Background: an optimization exercise with open tools, aiming at small area. Do not read the settings as production practice.
Only simulation tests tie the RTL to the original design; equivalence was not proved.
The clock port is modelled as an ideal driver; clocking choices that lean on that would not hold on a real chip.
No activity file was given, so power comes from the tool's default toggle rates.

## flow/design.v (module list and top-level ports; edited modules follow where they fit)
// module jt51_phinc_rom: 1033 lines
// module jt51_exprom: 42 lines
// module jt51_phrom: 42 lines
// module jt51_lin2exp: 70 lines
// module jt51_exp2lin: 18 lines
// module jt51_mmr: 240 lines
// module jt51_reg: 207 lines
// module jt51: 375 lines
// module jt51_acc: 110 lines
// module jt51_timers: 42 lines
// module jt51_timer: 36 lines
// module jt51_eg: 257 lines
// module jt51_op: 178 lines
// module jt51_sh: 21 lines
// module jt51_pg: 163 lines
// module jt51_lfo: 237 lines
// module jt51_lfo_lfsr: 24 lines
// module jt51_pm: 65 lines
// module jt51_noise: 39 lines
// module jt51_noise_lfsr: 21 lines
// module jt51_kon: 32 lines
// module jt51_mod: 36 lines
// module jt51_csr_op: 61 lines
// module jt51_csr_ch: 42 lines
// module jt51_ring: 15 lines
// module jt51_rtap: 14 lines
module jt51(
    input               rst,     
    input               clk,     
    input               cen,     
    input               cen_p1,  
    input               cs_n,    
    input               wr_n,    
    input               a0,
    input       [7:0]   din,  
    output      [7:0]   dout,  
    output              ct1,
    output              ct2,
    output              irq_n,   
    output              sample,  
    output  signed  [15:0] left,
    output  signed  [15:0] right,
    output  signed  [15:0] xleft,
    output  signed  [15:0] xright,
    output  [15:0] dacleft,
    output  [15:0] dacright
);
  // ...
==> flow/flow/run.sh <==
#!/bin/bash
# The standard layout (standard.sh), with one change: the clock tree is
# built without dummy loads (clock_tree_synthesis -dont_use_dummy_load) and
# with larger sink clusters. The make output goes to standard.log; ORFS
# writes each step's own log under orfs/logs/.
set -euo pipefail
export CTS_ARGS="-sink_clustering_enable -repair_clock_nets -dont_use_dummy_load -sink_clustering_size 24 -sink_clustering_max_diameter 60"
bash standard.sh finish > standard.log 2>&1
==> flow/standard.sh <==
#!/bin/bash
# synth_recipe.tcl (not shown) runs the flow's synth.tcl, then flattens the netlist and writes it again
# the make line also repeats each setting of config.mk as NAME=value (left out here)
make -C /OpenROAD-flow-scripts/flow DESIGN_CONFIG=/design/flow/config.mk WORK_HOME=/design/flow/orfs CLKGATE_MAP_FILE= SYNTH_SCRIPT=/design/flow/synth_recipe.tcl "${@:-finish}"
==> flow/config.mk <==
export PLATFORM = sky130hd
export DESIGN_NAME = jt51
export DESIGN_NICKNAME = jt51
export VERILOG_FILES = /design/flow/design.v
export SDC_FILE = /design/flow/constraint.sdc
export NUM_CORES = 4
export LEC_CHECK = 0
export ABC_AREA = 1
export CAP_MARGIN = 0
export CORE_MARGIN = 2
export CORE_UTILIZATION = 60
export SLEW_MARGIN = 0
export SYNTH_MEMORY_MAX_BITS = 65536
==> flow/constraint.sdc <==
create_clock -name core_clock -period 12.0 [get_ports {clk}]
set_input_delay 2.4000 -clock core_clock [delete_from_list [all_inputs] [get_ports {clk}]]
set_output_delay 2.4000 -clock core_clock [all_outputs]
set_load 0.01 [all_outputs]
==> summary.txt, run 1 <==
Pwr
  • P_leak: 59.18 nW
  • P_seq: 15.5 mW
  • Int Pwr: 21.66 mW
  • Largest Pwr Group: sequential cells
  • Combinational share of power: 0.335

Die
  • Starting Density: 0.6025
  • Chip width: 462.5 um

Critical path
  • WP buf/inv: 11
  • Crit path capture: u_pg.keycode_II[10]$_DFFE_PP0P_
  • Worst Path Arrival: 10.59 ns
  • WP depth: 59
  • Reg2reg setup slack: 2.09 ns
  • Critical path type: flip-flop to flip-flop

Cells and area
  • Multi-input gates: 6760
  • Post-Route Utilization: 0.6459
  • Final Cell Area: 135200 sq um
  • Clock buf count: 218
  • Layout cells sized above 1: 0.03113
  • NumNets Final: 12904
  • Number of signal-net buffers in the layout: 186
  • Most frequent cells in the layout: dfxtp_1 (3492), nand2_1 (1962), inv_1 (1245)

Outcome
  • Outcome: timing/DRC/antenna clean

Synth
  • Top cells by area, synth: dfxtp_1 (55%), dfrtp_1 (9.5%), nand2_1 (5.8%)
  • XOR/XNOR share of the synthesized area: 0.02020
  • Post-synth top cells: dfxtp_1 (3492), nand2_1 (1962), inv_1 (1247), o21ai_0 (955), nor2_1 (912)
  • Post-synthesis register bit count: 3979
  • Register area share after synthesis: 0.6509
  • Synth async-reset ratio: 0.1224

STA
  • RSZ-0062 raised after global routing: false
  • Max frequency: 100.9 MHz
  • Setup TNS: 0 ns
  • Least-Margin Pin Slew: 1.092 ns
  • Hold Vio Cnt, Final: 0

Min path
  • Min-Delay Startpoint: u_r4.q[39]$_DFF_P_

CTS
  • Clock slew at reported path FFs: 0.08 ns
  • CTS tree: built

Drt
  • Met2 wire len: 128.7 mm

Placement
  • Port Buf Inserts: 117

Global routing
  • Met1 Track Usage GR: 0.3633
  • Global route overflow: 0
  • Met3 Track Usage GR: 0.03406
==> run 2: changes to the inputs <==
--- a/flow/config.mk
+++ b/flow/config.mk
@@ -8,6 +8,6 @@
 export ABC_AREA = 1
-export CAP_MARGIN = 0
+export CAP_MARGIN = 20
 export CORE_MARGIN = 2
 export CORE_UTILIZATION = 60
-export SLEW_MARGIN = 0
+export SLEW_MARGIN = 20
 export SYNTH_MEMORY_MAX_BITS = 65536
==> summary.txt, run 2 <==
Outcome
  • Outcome: timing/DRC/antenna clean

Synth
  • Post-synth top area cell: dfxtp_1
  • Main synth FF type: dfxtp_1
  • Library cells used by synthesis: 83
  • Post-synth EDFFs: 0
  • Register area share after synthesis: 0.6509 (unchanged)
  • Post-synth top cells: dfxtp_1 (3492), nand2_1 (1962), inv_1 (1247), o21ai_0 (955), nor2_1 (912)
  • Post-Synthesis Cells: 12416
  • Most frequent cell after synthesis: dfxtp_1
  • Syn_area_per_cell: 10.16 sq um
  • Synth warn: 23
  • Post-synthesis register bit count: 3979 (unchanged)
  • Top cells by area, synth: dfxtp_1 (55%), dfrtp_1 (9.5%), nand2_1 (5.8%)
  • Synthesized cell area: 126100 sq um
  • Post-synth top area share: 0.5542
  • Synth async-reset ratio: 0.1224 (unchanged)

Critical path
  • CP peak stage delay: 0.84 ns
  • Reg2reg setup slack: 2.09 ns (about the same)
  • Worst Path Max Fanout: 12
  • Reg2reg start: u_lfo.pm[7]$_DFFE_PP0P_
  • R2R cell count: 59
  • Most used cell, CP: nand2_1
  • Critical path type: flip-flop to flip-flop
  • Worst setup EP type: flip-flop
  • Worst R2R End: u_pg.keycode_II[10]$_DFFE_PP0P_
  • Startpoint type of the worst setup path: flip-flop
  • Worst path slowest cell: nor4_1
  • Worst Path Arrival: 10.59 ns (about the same)
  • CP required: 12.68 ns

STA
  • Final setup violation count: 0
  • Worst slew margin: 0.2719
  • Min cycle time layout: 9.912 ns
  • Hold Vio Cnt, Final: 0 (unchanged)
  • Max frequency: 100.9 MHz (unchanged)
  • Fin crit share: 0.8260
  • RSZ-0062 raised after global routing: false
  • Max-slew violations: 0
  • Setup TNS: 0 ns (unchanged)
  • Least-Margin Pin Slew: 1.092 ns (unchanged)
  • Clock skew: 0.1427 ns

Die
  • Die footprint: 213900 sq um
  • Chip width: 462.5 um (unchanged)
  • Core region area: 209400 sq um
  • Die H: 462.5 um
  • IO Pins: 123
  • Num rows: 168
  • Starting Density: 0.6025 (unchanged)

Min path
  • Min-Delay Startpoint: u_r4.q[39]$_DFF_P_
  • Worst hold path type: flip-flop to flip-flop
  • Worst hold stages: 0
  • Worst hold path endpoint: u_r4.q[40]$_DFF_P_

Cells and area
  • Max reg flops: 2560
  • Largest regs: u_r32.q: 2560 flops, u_r8.q: 768 flops, u_r4.q: 128 flops
  • Layout Cells excl Fill: 15243
  • Reg with most FFs: u_r32.q
  • P&R area growth vs syn: 7.212%
  • Most common cell after layout, fill and taps aside: dfxtp_1
  • Most frequent cells in the layout: dfxtp_1 (3492), nand2_1 (1962), inv_1 (1245)
  • Layout cells sized above 1: 0.03113 (unchanged)
  • NumNets Final: 12904 (unchanged)

CTS
  • Clock slew at reported path FFs: 0.08 ns (about the same)
  • Skew-Pair Late Insertion Delay: 0.93 ns
  • CTS tree: built
  • Post-cts resize count: 0
  • Setup bufs post-CTS: 0
  • CTS Hold Bufs: 0
  • TritonCTS Sinks: 3979
  • CTS buffer count: 218

Placement
  • Placer congestion estimate: 0.9660
  • DP Cell Count: 15020
  • Port Buf Inserts: 117 (unchanged)
  • Detailed placement HPWL: 186.6 mm

Pwr
  • Max IR drop VDD: 0.0002010 V
  • P_leak: 59.18 nW (unchanged)
  • Power Dens Cells: 251.5 nW/um^2

Flow run
  • MaxCap Viol Count: 0

Global routing
  • Vias in the first global route: 81789
  • GR Util All Layers: 0.2594
  • Global-route wire length before repair: 449.8 mm
  • Global route overflow: 0 (unchanged)
  • Antenna violations before repair: 4
  • Largest net degree at the start of global routing: 157

Drt
  • Initial DRC count: 7770
  • Pre-Repair DR Iteration Count: 6
  • Via count: 83098
  • Drc violations: 0
  • Via density: 5.452
  • Final Routed Wirelength: 282.0 mm
  • ANT nets after route: 0
  • WL per Instance: 18.50 um
-- run 2: cell counts after synthesis --
No cell type changed its count.
-- run 2: stage by stage --
step                      power [mW]  hold WS [ns]  cell area, sq um  setup WS [ns]    util
after floorplan                23.57        0.3096            126200         0.6538       -
after global placement         26.78        0.3097            129800          2.472  0.6198
after detailed placement       26.92        0.3121            129800          2.287  0.6198
after CTS                      34.02        0.1938            135200          2.153  0.6459
after global routing           36.11        0.1912            135200          1.024  0.6459
final                          34.02        0.2144            135200          2.088  0.6459
-- run 2: kinds of logic after synthesis --
group           synth area share
compound gates            0.1088
fa+ha+maj                0.04992
flops                     0.6509
xor+xnor                 0.02020
other cells           0.00002973
simple gates              0.1177
buf+inv                  0.05142
mux                     0.001061
-- run 2: worst max path at each step --
stage | start | end | slack (ns) | depth (start not counted)
floorplan | rst | rcnt[0]$_DFFE_PP0P_ | 0.65 | 2
global placement | u_lfo.pm[7]$_DFFE_PP0P_ | u_pg.keycode_II[10]$_DFFE_PP0P_ | 2.47 | 59
detailed placement | u_lfo.pm[7]$_DFFE_PP0P_ | u_pg.keycode_II[10]$_DFFE_PP0P_ | 2.29 | 59
CTS | u_lfo.pm[7]$_DFFE_PP0P_ | u_pg.keycode_II[10]$_DFFE_PP0P_ | 2.15 | 59
global route | u_lfo.pm[7]$_DFFE_PP0P_ | u_pg.keycode_II[10]$_DFFE_PP0P_ | 1.02 | 59
finish | u_lfo.pm[7]$_DFFE_PP0P_ | u_pg.keycode_II[10]$_DFFE_PP0P_ | 2.09 | 59
-- run 2: area by class of cell --
class | count | area, sq um
Tap cell | 2805 | 3510
Sequential cell | 3979 | 82110
Timing Repair Buffer | 186 | 1719
Antenna cell | 5 | 12.51
Fill cell | 16364 | 74130
Multi-Input combinational cell | 6760 | 37570
Clock buffer | 218 | 5455
Inverter | 1290 | 4857
-- run 2: critical path: cells and delay by family, from the launching register on --
kind	cells	cell delay, ns
AO/OA/AOI/OAI	12	1.46
XOR/XNOR	1	0.49
adder cells (fa/ha/maj)	7	2.46
buffers and inverters	11	1.05
flip-flops	1	0.62
AND/OR/NAND/NOR	28	3.65
-- run 2: per-layer routing --
layer / part of all wire / GRT usage / wire length (um) / vias up
met4: 0.033 / 0.08779 / 9294 / 0
met1: 0.45 / 0.3633 / 126600 / 39365
met2: 0.46 / 0.4173 / 128700 / 2891
met3: 0.062 / 0.03406 / 17400 / 588
li1: - / - / - / 40254
met5: 0 / 0 / 0 / -
-- run 2: power breakdown --
| group | internal, mW | total, mW | switching, mW |
|---|---|---|---|
| registers | 14.6 | 15.5 | 0.951 |
| logic | 3.90 | 11.4 | 7.51 |
| clock network | 3.20 | 7.10 | 3.89 |
| total | 21.7 | 34.0 | 12.4 |
==> run 3: changes to the inputs <==
--- a/flow/flow/run.sh
+++ b/flow/flow/run.sh
@@ -6,3 +6,3 @@
 set -euo pipefail
-export CTS_ARGS="-sink_clustering_enable -repair_clock_nets -dont_use_dummy_load -sink_clustering_size 24 -sink_clustering_max_diameter 60"
+export CTS_ARGS="-sink_clustering_enable -repair_clock_nets -dont_use_dummy_load -sink_clustering_size 28 -sink_clustering_max_diameter 60"
 bash standard.sh finish > standard.log 2>&1
--- a/flow/config.mk
+++ b/flow/config.mk
@@ -8,6 +8,6 @@
 export ABC_AREA = 1
-export CAP_MARGIN = 20
+export CAP_MARGIN = 0
 export CORE_MARGIN = 2
 export CORE_UTILIZATION = 60
-export SLEW_MARGIN = 20
+export SLEW_MARGIN = 0
 export SYNTH_MEMORY_MAX_BITS = 65536
==> summary.txt, run 3 <==
Global routing
  • GR Util All Layers: 0.2560 (-0.003353)
  • Largest net degree at the start of global routing: 157 (unchanged)
  • Antenna violations before repair: 3 (-1)
  • Vias in the first global route: 80825 (-1.2%)
  • Global route overflow: 0 (unchanged)
  • Global-route wire length before repair: 444.3 mm (-1.2%)

Critical path
  • Worst Path Arrival: 10.54 ns (-0.05 ns)
  • Startpoint type of the worst setup path: flip-flop
  • Worst setup EP type: flip-flop
  • Most used cell, CP: nand2_1
  • CP peak stage delay: 0.81 ns (-0.03 ns)
  • Critical path type: flip-flop to flip-flop
  • Crit path max-delay family: simple AND/OR/NAND/NOR gates
  • CP required: 12.69 ns (about the same)
  • WP buf/inv: 9 (-2)
  • Worst path slowest cell: nor4_1
  • Worst Path Max Fanout: 12 (unchanged)

Cells and area
  • Max reg flops: 2560 (unchanged)
  • Layout cells sized above 1: 0.02972 (-0.001405)
  • Largest regs: u_r32.q: 2560 flops, u_r8.q: 768 flops, u_r4.q: 128 flops
  • Reg with most FFs: u_r32.q
  • NumNets Final: 12886 (-0.14%)
  • Register Area: 82110 sq um (unchanged)
  • Most common cell after layout, fill and taps aside: dfxtp_1
  • Fillers: 16439 (+0.46%)
  • Multi-input gate area: 37570 sq um (unchanged)
  • Most frequent cells in the layout: dfxtp_1 (3492), nand2_1 (1962), inv_1 (1245)
  • P&R area growth vs syn: 6.853%

Drt
  • Final Routed Wirelength: 278.6 mm (-1.2%)
  • Initial DRC count: 7123 (-8.3%)
  • WL per Instance: 18.30 um (-1.1%)
  • ANT nets after route: 0 (unchanged)
  • Via density: 5.438 (-0.25%)
  • Pre-Repair DR Iteration Count: 8 (+2)
  • Drc violations: 0 (unchanged)
  • Via count: 82785 (-0.38%)

Synth
  • Post-Synthesis Cells: 12416 (unchanged)
  • Synthesized cell area: 126100 sq um (unchanged)
  • Syn_area_per_cell: 10.16 sq um (unchanged)
  • Main synth FF type: dfxtp_1
  • Post-synthesis register bit count: 3979 (unchanged)
  • Register area share after synthesis: 0.6509 (unchanged)
  • Most frequent cell after synthesis: dfxtp_1
  • Synth warn: 23 (unchanged)
  • Post-synth top cells: dfxtp_1 (3492), nand2_1 (1962), inv_1 (1247), o21ai_0 (955), nor2_1 (912)
  • Library cells used by synthesis: 83 (unchanged)
  • Top cells by area, synth: dfxtp_1 (55%), dfrtp_1 (9.5%), nand2_1 (5.8%)
  • Post-synth top area share: 0.5542 (unchanged)
  • Post-synth top area cell: dfxtp_1
  • Post-synth EDFFs: 0 (unchanged)
  • Synth async-reset ratio: 0.1224 (unchanged)

STA
  • Max-slew violations: 0 (unchanged)
  • Final setup violation count: 0 (unchanged)
  • Min cycle time layout: 9.844 ns (-0.06831 ns)
  • Hold Vio Cnt, Final: 0 (unchanged)
  • Worst slew margin: 0.2701 (-0.001852)
  • Max frequency: 101.6 MHz (+0.69%)
  • Clock skew: 0.1205 ns (-0.02217 ns)
  • RSZ-0062 raised after global routing: false
  • Setup TNS: 0 ns (unchanged)
  • Fin crit share: 0.8203 (-0.005692)
  • Least-Margin Pin Slew: 1.091 ns (-0.001252 ns)

Min path
  • Worst hold path type: flip-flop to flip-flop

Die
  • IO Pins: 123 (unchanged)
  • Num rows: 168 (unchanged)
  • Starting Density: 0.6025 (unchanged)
  • Die footprint: 213900 sq um (unchanged)
  • Core region area: 209400 sq um (unchanged)
  • Chip width: 462.5 um (unchanged)
  • Die H: 462.5 um (unchanged)

CTS
  • Clock slew at reported path FFs: 0.09 ns (about the same)
  • Setup bufs post-CTS: 0 (unchanged)
  • CTS tree: built
  • Post-cts resize count: 0 (unchanged)
  • Skew-Pair Late Insertion Delay: 0.91 ns (-0.02 ns)
  • CTS buffer count: 200 (-8.3%)
  • TritonCTS Sinks: 3979 (unchanged)
  • CTS Hold Bufs: 0 (unchanged)

Pwr
  • Combinational share of power: 0.339 (+0.004)
  • Max IR drop VDD: 0.0002389 V (+19%)
  • Sw Share: 0.3643 (+0.001126)
  • P_leak: 58.95 nW (-0.37%)
  • Reg power frac: 0.460 (+0.004)
  • Int Pwr: 21.42 mW (-1.1%)
  • Sw Pwr: 12.27 mW (-0.65%)
  • Power Dens Cells: 250.0 nW/um^2 (-0.62%)
  • Clk pwr share: 0.201 (-0.008)
  • Total Power: 33.69 mW (-0.96%)

Placement
  • Detailed placement HPWL: 186.6 mm (unchanged)
  • Placer congestion estimate: 0.9660 (unchanged)
  • Port Buf Inserts: 117 (unchanged)

Flow run
  • MaxCap Viol Count: 0 (unchanged)

Outcome
  • Outcome: timing/DRC/antenna clean
## run 3: cell count changes in the layout (fill, tap and decap cells not counted), sizes merged
cell    change
clkbuf     -18
diode       -1
## run 3: cells by family after synthesis
group,count (synthesis),synth area share
and+or+nand+nor,3624,0.1177
other,1,0.00002973
DFF,3979,0.6509
muxes,13,0.001061
buffers and inverters,1681,0.05142
adders and majority gates,454,0.04992
xor gates and xnor gates,290,0.02020
AOI/OAI and AO/OA,2374,0.1088
## run 3: through the flow
stage                     worst slack, ns    util  hold WS (ns)  instance area (sq um)  instances
after floorplan                    0.6538       -        0.3096                 126200      12420
after global placement              2.472  0.6198        0.3097                 129800      15020
after detailed placement            2.287  0.6198        0.3121                 129800      15020
after CTS                           2.146  0.6437        0.2276                 134800      15220
after global routing                1.019  0.6437        0.2194                 134800      15222
final                               2.156  0.6438        0.2425                 134800      15224
## run 3: metal layers
layer	share of wire	vias to the layer above	GRT usage
met5	0	-	0
met4	0.030	0	0.08150
met3	0.063	558	0.03681
met2	0.45	2816	0.4094
met1	0.45	39194	0.3607
li1	-	40217	-
## run 3: worst register-to-register path, delay by kind of cell, from the launching register on
| kind | cells | cell delay [ns] |
|---|---|---|
| AO/OA/AOI/OAI | 13 | 2.14 |
| XOR/XNOR | 2 | 0.68 |
| adder cells (fa/ha/maj) | 6 | 2.06 |
| buffers and inverters | 9 | 0.79 |
| flip-flops | 1 | 0.62 |
| AND/OR/NAND/NOR | 23 | 3.38 |
## run 3: worst paths after layout
path / start / cells after the start / end / slack [ns]
hold / removal: u_r4.q[39]$_DFF_P_ / 0 / u_r4.q[40]$_DFF_P_ / 0.24
min in group asynchronous: rst / 3 / u_lfo.nbb[5]$_DFFE_PP0P_ / 2.23
setup reg to reg: u_lfo.pm[7]$_DFFE_PP0P_ / 53 / u_pg.keycode_II[10]$_DFFE_PP0P_ / 2.16
max in group asynchronous: rst / 5 / u_acc.pre_right[4]$_DFFE_PP0P_ / 7.57
setup / recovery: u_lfo.pm[7]$_DFFE_PP0P_ / 53 / u_pg.keycode_II[10]$_DFFE_PP0P_ / 2.16
hold reg to reg: u_r4.q[39]$_DFF_P_ / 0 / u_r4.q[40]$_DFF_P_ / 0.24
## run 3: power by group through the flow
stage               clock [mW]  combinational [mW]  sequential [mW]
CTS                       6.95                11.2             15.5
global route              7.39                12.7             15.7
floorplan                    0                8.20             15.4
detailed placement           0                11.1             15.8
global placement             0                11.0             15.7
finish                    6.77                11.4             15.5
## run 3: final cells by class
type,instances,share of cell area
Tap cell,2805,0.02604
Antenna cell,4,0.00007427
Sequential cell,3979,0.6092
Multi-Input combinational cell,6760,0.2788
Inverter,1290,0.03604
Clock buffer,200,0.03713
Timing Repair Buffer,186,0.01276
==> run 4: changes to the inputs <==
--- a/flow/flow/run.sh
+++ b/flow/flow/run.sh
@@ -6,3 +6,3 @@
 set -euo pipefail
-export CTS_ARGS="-sink_clustering_enable -repair_clock_nets -dont_use_dummy_load -sink_clustering_size 28 -sink_clustering_max_diameter 60"
+export CTS_ARGS="-sink_clustering_enable -repair_clock_nets -dont_use_dummy_load -sink_clustering_size 30 -sink_clustering_max_diameter 60"
 bash standard.sh finish > standard.log 2>&1
==> summary.txt, run 4 <==
Drt
  • Pre-Repair DR Iteration Count: 6 (-2)
  • Via density: 5.437 (about the same)
  • Drc violations: 0 (unchanged)
  • Via count: 82760 (-0.030%)
  • WL per Instance: 18.24 um (-0.37%)
  • Initial DRC count: 7532 (+5.7%)
  • ANT nets after route: 0 (unchanged)
  • Final Routed Wirelength: 277.6 mm (-0.39%)

Synth
  • Post-synth top area share: 0.5542 (unchanged)
  • Library cells used by synthesis: 83 (unchanged)
  • Post-synth top cells: dfxtp_1 (3492), nand2_1 (1962), inv_1 (1247), o21ai_0 (955), nor2_1 (912)
  • Syn_area_per_cell: 10.16 sq um (unchanged)
  • Synth warn: 23 (unchanged)
  • Post-synth EDFFs: 0 (unchanged)
  • Post-Synthesis Cells: 12416 (unchanged)
  • Post-synth top area cell: dfxtp_1
  • Post-synthesis register bit count: 3979 (unchanged)
  • Most frequent cell after synthesis: dfxtp_1
  • Synth async-reset ratio: 0.1224 (unchanged)
  • Register area share after synthesis: 0.6509 (unchanged)
  • Top cells by area, synth: dfxtp_1 (55%), dfrtp_1 (9.5%), nand2_1 (5.8%)
  • Synthesized cell area: 126100 sq um (unchanged)
  • Main synth FF type: dfxtp_1

Die
  • Core region area: 209400 sq um (unchanged)
  • Starting Density: 0.6025 (unchanged)
  • Die H: 462.5 um (unchanged)
  • Num rows: 168 (unchanged)
  • Chip width: 462.5 um (unchanged)
  • IO Pins: 123 (unchanged)
  • Die footprint: 213900 sq um (unchanged)

Critical path
  • Worst Path Max Fanout: 12 (unchanged)
  • Reg2reg start: u_lfo.pm[7]$_DFFE_PP0P_
  • CP required: 12.68 ns (about the same)
  • Worst path slowest cell: nor4_1
  • Startpoint type of the worst setup path: flip-flop
  • Critical path type: flip-flop to flip-flop
  • Worst setup path start: u_lfo.pm[7]$_DFFE_PP0P_
  • CP peak stage delay: 0.87 ns (+0.06 ns)
  • Worst setup EP type: flip-flop
  • Worst Path Arrival: 10.69 ns (+0.15 ns)
  • Most used cell, CP: nand2_1

Cells and area
  • Layout cells sized above 1: 0.02941 (-0.0003127)
  • P&R area growth vs syn: 6.776% (about the same)
  • Reg with most FFs: u_r32.q
  • Most frequent cells in the layout: dfxtp_1 (3492), nand2_1 (1962), inv_1 (1245)
  • Final Cell Area: 134700 sq um (about the same)
  • Max reg flops: 2560 (unchanged)
  • Most common cell after layout, fill and taps aside: dfxtp_1
  • Fillers: 16500 (+0.37%)
  • Largest regs: u_r32.q: 2560 flops, u_r8.q: 768 flops, u_r4.q: 128 flops
  • NumNets Final: 12882 (-0.031%)

STA
  • Hold WS: 0.2109 ns (-0.03158 ns)
  • Hold Vio Cnt, Final: 0 (unchanged)
  • Worst slew margin: 0.2501 (-0.02002)
  • Clock skew: 0.1370 ns (+0.01642 ns)
  • RSZ-0062 raised after global routing: false
  • Fin crit share: 0.8342 (+0.01383)
  • Max frequency: 99.90 MHz (-1.7%)
  • Setup TNS: 0 ns (unchanged)
  • Final setup violation count: 0 (unchanged)
  • Min cycle time layout: 10.01 ns (+0.1660 ns)
  • Max-slew violations: 0 (unchanged)
  • Least-Margin Pin Slew: 1.115 ns (+0.02379 ns)

Pwr
  • Sw Share: 0.3643 (about the same)
  • Power Dens Cells: 249.4 nW/um^2 (-0.21%)
  • Clk pwr share: 0.199 (-0.002)
  • P_leak: 58.91 nW (about the same)
  • Combinational share of power: 0.339 (about the same)
  • Reg power frac: 0.462 (+0.002)
  • Max IR drop VDD: 0.0002012 V (-16%)
  • Sw Pwr: 12.24 mW (-0.30%)
  • Int Pwr: 21.36 mW (-0.27%)

CTS
  • Clock slew at reported path FFs: 0.10 ns (about the same)
  • Skew-Pair Late Insertion Delay: 0.91 ns (about the same)
  • CTS buffer count: 196 (-2.0%)
  • TritonCTS Sinks: 3979 (unchanged)
  • CTS Hold Bufs: 0 (unchanged)
  • Setup bufs post-CTS: 0 (unchanged)
  • Post-cts resize count: 0 (unchanged)
  • CTS tree: built

Global routing
  • Global route overflow: 0 (unchanged)
  • GR Util All Layers: 0.2548 (-0.001226)
  • Vias in the first global route: 80837 (+0.015%)
  • Largest net degree at the start of global routing: 157 (unchanged)
  • Antenna violations before repair: 3 (unchanged)
  • Global-route wire length before repair: 442.9 mm (-0.32%)

Placement
  • Port Buf Inserts: 117 (unchanged)
  • Placed Area: 129800 sq um (unchanged)
  • Placer congestion estimate: 0.9660 (unchanged)
  • Detailed placement HPWL: 186.6 mm (unchanged)

Min path
  • Worst hold path type: flip-flop to flip-flop
  • Min-Delay Startpoint: u_r32.q[2129]$_DFF_P_

Outcome
  • Outcome: timing/DRC/antenna clean

Flow run
  • MaxCap Viol Count: 0 (unchanged)
==> run 4: cell counts after synthesis <==
Identical to the previous run, type by type.
==> run 4: worst max-delay path: cells and delay by family (launching register included) <==
family	cells	cell delay (ns)
buffers and inverters	9	0.82
adders and majority gates	6	2.07
AOI/OAI and AO/OA	13	2.17
xor gates and xnor gates	2	0.64
DFF	1	0.62
and+or+nand+nor	23	3.49
==> run 4: per-stage QoR <==
stage | setup WS (ns) | power, mW | std cells | util
after floorplan | 0.6538 | 23.57 | 12420 | -
after global placement | 2.472 | 26.78 | 15020 | 0.6198
after detailed placement | 2.287 | 26.92 | 15020 | 0.6198
after CTS | 2.135 | 33.59 | 15216 | 0.6432
after global routing | 0.9922 | 35.69 | 15219 | 0.6433
final | 1.990 | 33.60 | 15221 | 0.6433
==> run 4: final cells by class <==
type	instances	area, sq um	area share
well taps	2805	3510	0.02606
flip-flops and latches	3979	82110	0.6096
clock buffers	196	4905	0.03642
repair buffers	186	1719	0.01276
diodes	5	12.51	0.00009290
multi-input cells	6760	37570	0.2790
inverters	1290	4857	0.03606
==> run 4: power by group through the flow <==
stage / Clock (mW) / Combinational [mW] / Sequential [mW]
2_1_floorplan: 0 / 8.20 / 15.4
3_3_place_gp: 0 / 11.0 / 15.7
3_5_place_dp: 0 / 11.1 / 15.8
4_1_cts: 6.86 / 11.2 / 15.5
5_1_grt: 7.30 / 12.7 / 15.7
6_report: 6.68 / 11.4 / 15.5
==> run 4: path summary, 6_finish.rpt <==
path	cells after the start	end	slack, ns
max in group asynchronous	5	u_acc.pre_right[4]$_DFFE_PP0P_	7.56
min in group asynchronous	3	u_lfo.nbb[2]$_DFFE_PP0P_	2.17
min	0	u_r32.q[2130]$_DFF_P_	0.21
max reg2reg	53	u_pg.keycode_II[10]$_DFFE_PP0P_	1.99
min reg2reg	0	u_r32.q[2130]$_DFF_P_	0.21
max	53	u_pg.keycode_II[10]$_DFFE_PP0P_	1.99
==> run 4: cell families after synthesis <==
family | Yosys count | synth area share
DFF | 3979 | 0.6509
muxes | 13 | 0.001061
xor gates and xnor gates | 290 | 0.02020
and+or+nand+nor | 3624 | 0.1177
buffers and inverters | 1681 | 0.05142
AOI/OAI and AO/OA | 2374 | 0.1088
adders and majority gates | 454 | 0.04992
other | 1 | 0.00002973
==> run 4: layer usage <==
layer	GRT usage	wire (um)	vias to the layer above
met5	0	0	-
met4	0.08140	8523	0
met3	0.03511	18080	529
met2	0.4068	125700	2824
met1	0.3604	125300	39180
li1	-	-	40227
==> run 5: changes to the inputs <==
--- a/flow/flow/run.sh
+++ b/flow/flow/run.sh
@@ -6,3 +6,3 @@
 set -euo pipefail
-export CTS_ARGS="-sink_clustering_enable -repair_clock_nets -dont_use_dummy_load -sink_clustering_size 30 -sink_clustering_max_diameter 60"
+export CTS_ARGS="-sink_clustering_enable -repair_clock_nets -dont_use_dummy_load -sink_clustering_size 32 -sink_clustering_max_diameter 50"
 bash standard.sh finish > standard.log 2>&1
==> summary.txt, run 5 <==
Drt
  • WL per Instance: 18.38 um (+0.82%)
  • Pre-Repair DR Iteration Count: 7 (+1)
  • Initial DRC count: 7500 (-0.42%)
  • Via density: 5.446 (+0.17%)
  • Via count: 83126 (+0.44%)
  • Final Routed Wirelength: 280.6 mm (+1.1%)
  • ANT nets after route: 0 (unchanged)
  • Drc violations: 0 (unchanged)

Critical path
  • Startpoint type of the worst setup path: flip-flop
  • Critical path type: flip-flop to flip-flop
  • Reg2reg setup slack: 2.09 ns (+0.10 ns)
  • Worst path slowest cell: nor4_1
  • WP buf/inv: 11 (+2)
  • Most used cell, CP: nand2_1
  • CP peak stage delay: 0.83 ns (-0.04 ns)
  • Crit path max-delay family: simple AND/OR/NAND/NOR gates
  • CP required: 12.65 ns (-0.03 ns)
  • Worst setup EP type: flip-flop
  • Worst Path Max Fanout: 12 (unchanged)
  • Worst Path Arrival: 10.56 ns (-0.13 ns)

Placement
  • Placed Area: 129800 sq um (unchanged)
  • Port Buf Inserts: 117 (unchanged)
  • Detailed placement HPWL: 186.6 mm (unchanged)
  • Placer congestion estimate: 0.9660 (unchanged)

STA
  • Setup TNS: 0 ns (unchanged)
  • Least-Margin Pin Slew: 1.105 ns (-0.009802 ns)
  • Hold WS: 0.1926 ns (-0.01823 ns)
  • Final setup violation count: 0 (unchanged)
  • Max-slew violations: 0 (unchanged)
  • Worst slew margin: 0.2635 (+0.01339)
  • Min cycle time layout: 9.906 ns (-0.1038 ns)
  • Hold Vio Cnt, Final: 0 (unchanged)
  • RSZ-0062 raised after global routing: false
  • Clock skew: 0.1336 ns (-0.003351 ns)
  • Max frequency: 100.9 MHz (+1.0%)
  • Fin crit share: 0.8255 (-0.008653)

Global routing
  • Global-route wire length before repair: 448.0 mm (+1.2%)
  • Vias in the first global route: 81482 (+0.80%)
  • Global route overflow: 0 (unchanged)
  • Largest net degree at the start of global routing: 157 (unchanged)
  • Antenna violations before repair: 6 (+3)
  • GR Util All Layers: 0.2580 (+0.003178)

Cells and area
  • Reg with most FFs: u_r32.q
  • NumNets Final: 12926 (+0.34%)
  • Final Cell Area: 135800 sq um (+0.81%)
  • Max reg flops: 2560 (unchanged)
  • Most frequent cells in the layout: dfxtp_1 (3492), nand2_1 (1962), inv_1 (1245)
  • Most common cell after layout, fill and taps aside: dfxtp_1
  • Largest regs: u_r32.q: 2560 flops, u_r8.q: 768 flops, u_r4.q: 128 flops
  • P&R area growth vs syn: 7.645%
  • Layout cells sized above 1: 0.03284 (+0.003429)

CTS
  • Post-cts resize count: 0 (unchanged)
  • CTS buffer count: 240 (+22%)
  • Skew-Pair Late Insertion Delay: 0.91 ns (about the same)
  • Setup bufs post-CTS: 0 (unchanged)
  • TritonCTS Sinks: 3979 (unchanged)
  • CTS Hold Bufs: 0 (unchanged)
  • CTS tree: built
  • Clock slew at reported path FFs: 0.09 ns (about the same)

Synth
  • Main synth FF type: dfxtp_1
  • Syn_area_per_cell: 10.16 sq um (unchanged)
  • Post-Synthesis Cells: 12416 (unchanged)
  • Post-synth top area cell: dfxtp_1
  • Most frequent cell after synthesis: dfxtp_1
  • Synth async-reset ratio: 0.1224 (unchanged)
  • Post-synth top area share: 0.5542 (unchanged)
  • Top cells by area, synth: dfxtp_1 (55%), dfrtp_1 (9.5%), nand2_1 (5.8%)
  • Post-synth EDFFs: 0 (unchanged)
  • Register area share after synthesis: 0.6509 (unchanged)
  • Post-synthesis register bit count: 3979 (unchanged)
  • Synth warn: 23 (unchanged)
  • Post-synth top cells: dfxtp_1 (3492), nand2_1 (1962), inv_1 (1247), o21ai_0 (955), nor2_1 (912)
  • Library cells used by synthesis: 83 (unchanged)
  • Synthesized cell area: 126100 sq um (unchanged)

Outcome
  • Outcome: timing/DRC/antenna clean

Die
  • Chip width: 462.5 um (unchanged)
  • Num rows: 168 (unchanged)
  • Core region area: 209400 sq um (unchanged)
  • Die H: 462.5 um (unchanged)
  • IO Pins: 123 (unchanged)
  • Starting Density: 0.6025 (unchanged)
  • Die footprint: 213900 sq um (unchanged)

Pwr
  • Max IR drop VDD: 0.0002015 V (+0.11%)
  • Power Dens Cells: 253.0 nW/um^2 (+1.4%)
  • P_leak: 59.45 nW (+0.92%)

Flow run
  • MaxCap Viol Count: 0 (unchanged)

Min path
  • Worst hold path type: flip-flop to flip-flop
==> run 5: cell count changes in the layout (fill, tap and decap cells not counted) <==
cell / before / now
clkbuf_16: 196 / 240
diode_2: 5 / 3
==> run 5: area by class of cell <==
| class | count | area (sq um) |
|---|---|---|
| tap | 2805 | 3510 |
| multi-input combinational | 6760 | 37570 |
| clock buffer | 240 | 6006 |
| fill | 16316 | 73580 |
| timing repair buffer | 186 | 1719 |
| antenna | 3 | 7.507 |
| inverter | 1290 | 4857 |
| sequential | 3979 | 82110 |
==> run 5: layer usage <==
metal / part of all wire / track usage / vias up
met2: 0.46 / 0.4129 / 2808
met3: 0.062 / 0.03609 / 587
met1: 0.45 / 0.3639 / 39395
li1: - / - / 40336
met5: 0 / 0 / -
met4: 0.031 / 0.08175 / 0
==> run 5: final timing paths <==
check,start,to,cells after the start
min in group asynchronous,rst,u_lfo.nbb[2]$_DFFE_PP0P_,3
setup reg to reg,u_lfo.pm[7]$_DFFE_PP0P_,u_pg.keycode_II[12]$_DFFE_PP0P_,59
hold / removal,u_r8.q[732]$_DFF_P_,u_r8.q[733]$_DFF_P_,0
max in group asynchronous,rst,u_noise.out[8]$_DFFE_PP0P_,5
setup / recovery,u_lfo.pm[7]$_DFFE_PP0P_,u_pg.keycode_II[12]$_DFFE_PP0P_,59
hold reg to reg,u_r8.q[732]$_DFF_P_,u_r8.q[733]$_DFF_P_,0
==> run 5: through the flow <==
stage / util / setup WS [ns] / total power, mW / cells
finish: 0.6485 / 2.094 / 34.36 / 15263
detailed placement: 0.6198 / 2.287 / 26.92 / 15020
floorplan: - / 0.6538 / 23.57 / 12420
CTS: 0.6485 / 2.130 / 34.37 / 15260
global placement: 0.6198 / 2.472 / 26.78 / 15020
global route: 0.6485 / 1.030 / 36.48 / 15262
==> run 5: cells by family after synthesis <==
group	count (synthesis)	share of synthesized area
AO/OA/AOI/OAI	2374	0.1088
XOR/XNOR	290	0.02020
adder cells (fa/ha/maj)	454	0.04992
buffers and inverters	1681	0.05142
flip-flops	3979	0.6509
multiplexers	13	0.001061
other	1	0.00002973
AND/OR/NAND/NOR	3624	0.1177
==> run 5: worst reg2reg max path: cells and delay by family, from the launching register on <==
kind	cells	cell delay [ns]
xor gates and xnor gates	1	0.45
and+or+nand+nor	29	3.76
DFF	1	0.61
buffers and inverters	11	1.06
AOI/OAI and AO/OA	11	1.33
adders and majority gates	7	2.46
==> run 5: power breakdown <==
part	total, mW	switching [mW]	internal [mW]
Combinational	11.4	7.50	3.90
Sequential	15.5	0.955	14.6
Clock	7.43	3.93	3.50
Total	34.4	12.4	22.0

==> what the ideal ports hide <==
How much do the figures lean on ideal ports? The routed layouts below were timed once more, with nothing changed but the port constraints. Step 1 assumes that a clkbuf_16 drives the clock port and a buf_2 every other input. Step 2 times the ports against the registers' clock, not the clock port: input delays grow and output delays shrink by t, the midpoint of the rising clock arrivals with the driver on. Slacks: ideal / step 1 / step 2; pairs: ideal / step 1.
run	t (ns)	setup WS [ns]	worst setup path at the end	cell pins on the clock port's net
run 1	0.938	2.088 / 2.088 / 2.088	register to register	1
run 2	0.938	2.088 / 2.088 / 2.088	register to register	1
run 3	0.931	2.156 / 2.156 / 2.156	register to register	1
run 4	0.925	1.990 / 1.990 / 1.990	register to register	1
run 5	0.925	2.094 / 2.094 / 2.094	register to register	1
After both steps setup and hold are still met in every run listed.
